This is an optimization exercise on Yosys and OpenROAD, whose aim is small area and a short achievable clock period, not a production implementation.
Function was checked by simulation only, so behaviour that the tests miss may differ from the original.
Power and IR drop assume default switching activity.

== run 1 ==
## mcdf
module mcdf(
  input clk_i,
  input rstn_i,
  input [1:0]  cmd_i,
  input [8-1:0] cmd_addr_i,
  input [32-1:0] cmd_data_i,
  output[32-1:0] cmd_data_o,
  input [31:0] ch0_data_i,
  input  ch0_vld_i,
  input [31:0] ch1_data_i,
  input  ch1_vld_i,
  input [31:0] ch2_data_i,
  input  ch2_vld_i,
  output  ch0_ready_o,
  output  ch1_ready_o,
  output  ch2_ready_o,
  input  fmt_grant_i,
  output [1:0] fmt_chid_o,
  output fmt_req_o,
  output [5:0]  fmt_length_o,
  output [31:0] fmt_data_o,
  output fmt_start_o,
  output fmt_end_o );
Size: ~8,000 cells after synthesis, roughly 220 I/O pins, roughly 0.16 mm^2 of cells after synthesis.
Settings: LEC_CHECK=0, CAP_MARGIN=20, CORE_MARGIN=2, CORE_UTILIZATION=50, CTS_CLUSTER_DIAMETER=100, CTS_CLUSTER_SIZE=24, SETUP_SLACK_MARGIN=4.8, SLEW_MARGIN=20; clock period 8.0 ns.
run.sh (not shown) runs the stock make flow with config.mk's settings and CLKGATE_MAP_FILE= SYNTH_SCRIPT=/design/flow/synth_recipe.tcl, a recipe that flattens the netlist after the stock synthesis.
Run 1 completed every stage of the flow, and the final layout passed the timing, DRC and antenna checks.
What run 2 does differently from run 1 at the input level:
- CTS_CLUSTER_SIZE changed from 24 to 20
--- outcome ---
- Diff run 2..run 1 | number of multi-input combinational cells in the layout | unchanged
- Taking run 1 as the reference point, the reported clock group power of run 2 rises by about 10%.
- Looking at first-pass GRT wire length across both flows, run 2 is the weaker of the two, with run 1 ahead.
- Going from run 1 to run 2, area of the multi-input gates level, wire length reported by the detailed router moved up, total non-filler cell area in the finished layout moved up.
- Higher proportion of cell area occupied by registers was reported by run 1, not run 2.
- Compared with run 1, run 2 instantiates a larger number of standard cells.
- Share of power burned in the clock network (run 2 over run 1): increase, 2.3 points
- Run 2: highest ir drop seen on vdd lower than run 1
## Diff of input files: run 3 against run 2
- SETUP_SLACK_MARGIN: 4.8 -> 4.3
==> comparison <==
Any difference in worst-case hold slack between run 3 and run 2 is small enough to ignore. Run 2 → run 3: final core area utilization closely matched the old numbers, final cycle utilization of the critical path increased by 5.0 points relative to the old numbers. The overall fraction of global-route tracks in use in run 3 was lower than what run 2 gave. Between run 2 and run 3, the number of nets at the end of the flow figures differ only marginally. Fraction of standard cell area in multi-input logic essentially unchanged between run 2 and run 3. Going from run 2 to run 3, pin count of the biggest net entering global routing grew by more than 10%. When run 3 is measured against run 2, its part of the power in combinational logic turns out 0.4 points lower. The setup slack of run 3 is smaller than that of run 2. Compared to run 2, the router laid down less metal wire for run 3.
Changes in run 4 relative to run 3:
- PLACE_DENSITY: unset -> 0.65
- SETUP_SLACK_MARGIN: 4.3 -> 4.8
- CORE_UTILIZATION: 50 -> 55
Notes after the runs:
- Comparing last weighted congestion value of the routability-driven placer for run 4 and run 3, the smaller number came from run 3.
- Cmp run 4 and run 3 / count of antenna diodes in the layout / higher: run 3
- Compared run 3 against run 4; hold slack within noise.
- | via count | lower: run 3 |
- Any difference in total power between run 3 and run 4 is small enough to ignore.
- Worst-case headroom to the max-slew limit: run 4 vs run 3 down 3.0 points
- Comparing run 3 with run 4, the proportion of cell area spent on the clock network came out essentially unchanged.
- Re combinational share of power: run 4 and run 3 aren't equal, and the higher value belongs to run 4.
### run 4 -> run 5
- swapping 100 for 50 in CTS_CLUSTER_DIAMETER
- swapping 55 for 50 in CORE_UTILIZATION
- clearing PLACE_DENSITY, which used to be 0.65
==> comparison <==
- The higher utilization after layout of run 4 and run 5 is in run 4.
- Cmp run 5 vs run 4: clock buffer count in the final layout higher in run 5
- Compared with run 4, run 5 shows via count that has gone up slightly.
- The run showing the greater post-route cell area is run 5.
- When the final numbers for run 4 and run 5 were put side by side, the post-detailed-placement half-perimeter wirelength turned out to be greater in run 5.
- Between run 4 and run 5, the flow reports first-pass GRT wire length increasing by a few percent.
- From run 4 to run 5 the numbers moved as follows: total global-route track usage dropped 1.8 points, register-to-register slack dropped 50 ps.

---

mcdf, a different RTL version from the one above (not shown whole).
Size: ~4400 flip-flops, about 220 I/O pins, ~160000 um^2 of cells after synthesis.
make LEC_CHECK=0 CAP_MARGIN=20 CORE_MARGIN=2 CORE_UTILIZATION=40 SETUP_SLACK_MARGIN=4.5 SLEW_MARGIN=20 finish   # period 8.0 ns
Rerun with:
--- a/flow/config.mk
+++ b/flow/config.mk
@@ -10,3 +10,2 @@
 export CORE_UTILIZATION = 40
-export SETUP_SLACK_MARGIN = 4.5
 export SLEW_MARGIN = 20
=> Hold slack gets better by 0.020 ns; via count is lower by a few percent; sequential share of layout area increases by 4.2 points; utilization shrinks by 2.9 points; flip-flop and latch count is unchanged; cell area goes down by a few percent.

---

== exp/indigo ==
mcdf, a different RTL version from the one above (not shown whole).
Size in the first run: about 8300 cells after synthesis, ~220 I/O pins, ~160000 µm² of cells after synthesis.
clock: 8.0 ns
lec_check: 0
cap_margin: 20
core_margin: 2
core_utilization: 40
cts_cluster_diameter: 100
cts_cluster_size: 20
setup_slack_margin: 4.8
slew_margin: 20
Changes in exp/fjord relative to exp/indigo:
- an added CTS_BUF_LIST of sky130_fd_sc_hd__clkbuf_8
- a change of CTS_CLUSTER_SIZE from 20 to 16
## What came out
exp/fjord vs. exp/indigo: portion of total power attributed to combinational logic saw an increase, hold slack saw a decrease, final cycle utilization of the critical path saw an increase, reported leakage power saw a decrease, clock skew saw an increase. Post-route cell area: exp/fjord vs exp/indigo down about 1.2%. Compared with exp/indigo, exp/fjord shows a lower total power. Final worst slack (exp/fjord over exp/indigo): decrease, 0.18 ns.
### exp/fjord -> exp/xenon
- SETUP_SLACK_MARGIN changed from 4.8 to 5.0
- CTS_BUF_LIST removed (was sky130_fd_sc_hd__clkbuf_8)
- CTS_CLUSTER_SIZE changed from 16 to 20
Notes after the runs:
Against exp/fjord, exp/xenon comes in 0.23 ns lower on worst-skew pair later-pin latency. Relative to exp/fjord, exp/xenon improves hold slack. The final layouts of exp/xenon and exp/fjord pass the timing, DRC and antenna checks. Compared with exp/fjord, exp/xenon degrades standby leakage power. exp/xenon -> exp/fjord: die area delta 0, exact match. exp/xenon vs. exp/fjord: number of antenna violations at the first check in global routing went up by about 10%. exp/xenon against exp/fjord: area of the multi-input gates went up 160 µm², antenna diode instance count increased 16, standard cell area after detailed placement neither gained nor lost much.
Input-level comparison between exp/pepper and exp/xenon:
- swapping 5.0 for 4.8 in SETUP_SLACK_MARGIN
- swapping 40 for 50 in CORE_UTILIZATION
Notes after the runs:
- Delta (exp/pepper minus exp/xenon): routed wire length decreased 1.3%; via count of the routed design decreased 701; post-layout total power essentially unchanged; fraction of area in multi-input gates essentially unchanged; core region area decreased about 20%.
- exp/pepper: utilization 10 points above exp/xenon
- In terms of area after synthesis, exp/pepper and exp/xenon differ only marginally.
- exp/pepper ended up with a lower total length of routed met3 wires than exp/xenon did.
- As far as fraction of area in non-clock buffers is concerned, exp/xenon and exp/pepper perform about the same.
- Diff exp/xenon -> exp/pepper | tap cell count | down by more than 10%

[port drivers added, routing unchanged]
The flow's constraints put no driver on any port. The routed layouts listed below were extracted and timed again, unchanged, in two steps. Step 1, drivers: a clkbuf_16 drives clk_i and a buf_2 each remaining input, both assumed. Step 2 times the ports against the registers' clock, not the clock port: input delays grow and output delays shrink by t, the midpoint of the rising clock arrivals with the driver on. a / b / c = ideal ports / drivers / drivers and shift; a / b = the first two.
run | t (ns) | setup slack, ns | worst hold slack (ns) | latest minus earliest clock arrival (ns) | cell pins on the clock port's net
run 1 | 1.044 | 4.786 / 4.671 / 3.811 | 0.393 / 0.393 / 0.393 | 0.061 / 0.060 | 1
run 2 | 1.032 | 4.767 / 4.655 / 3.782 | 0.406 / 0.406 / 0.406 | 0.056 / 0.056 | 1
run 3 | 1.014 | 4.369 / 4.266 / 3.605 | 0.409 / 0.409 / 0.409 | 0.070 / 0.070 | 1
run 4 | 1.017 | 4.824 / 4.719 / 3.888 | 0.407 / 0.407 / 0.407 | 0.065 / 0.066 | 1
run 5 | 1.101 | 4.731 / 4.609 / 3.827 | 0.403 / 0.403 / 0.403 | 0.088 / 0.089 | 1
the first run of note 2 | 1.044 | 3.641 / 3.641 / 3.641 | 0.381 / 0.381 / 0.381 | 0.113 / 0.113 | 1
the second run of note 2 | 1.051 | 1.569 / 1.569 / 1.569 | 0.401 / 0.401 / 0.401 | 0.110 / 0.110 | 1
exp/indigo | 1.048 | 4.616 / 4.493 / 3.818 | 0.392 / 0.392 / 0.392 | 0.069 / 0.070 | 1
exp/fjord | 1.231 | 4.432 / 4.319 / 3.808 | 0.388 / 0.384 / 0.388 | 0.111 / 0.110 | 1
exp/xenon | 1.006 | 4.592 / 4.483 / 4.023 | 0.400 / 0.400 / 0.400 | 0.078 / 0.078 | 1
exp/pepper | 1.019 | 4.662 / 4.549 / 3.840 | 0.403 / 0.403 / 0.403 | 0.068 / 0.067 | 1
After both steps every run listed still meets setup and hold. For run 2, which loses most, drivers alone change the setup slack by -0.112 ns; drivers and shift together by -0.985 ns.
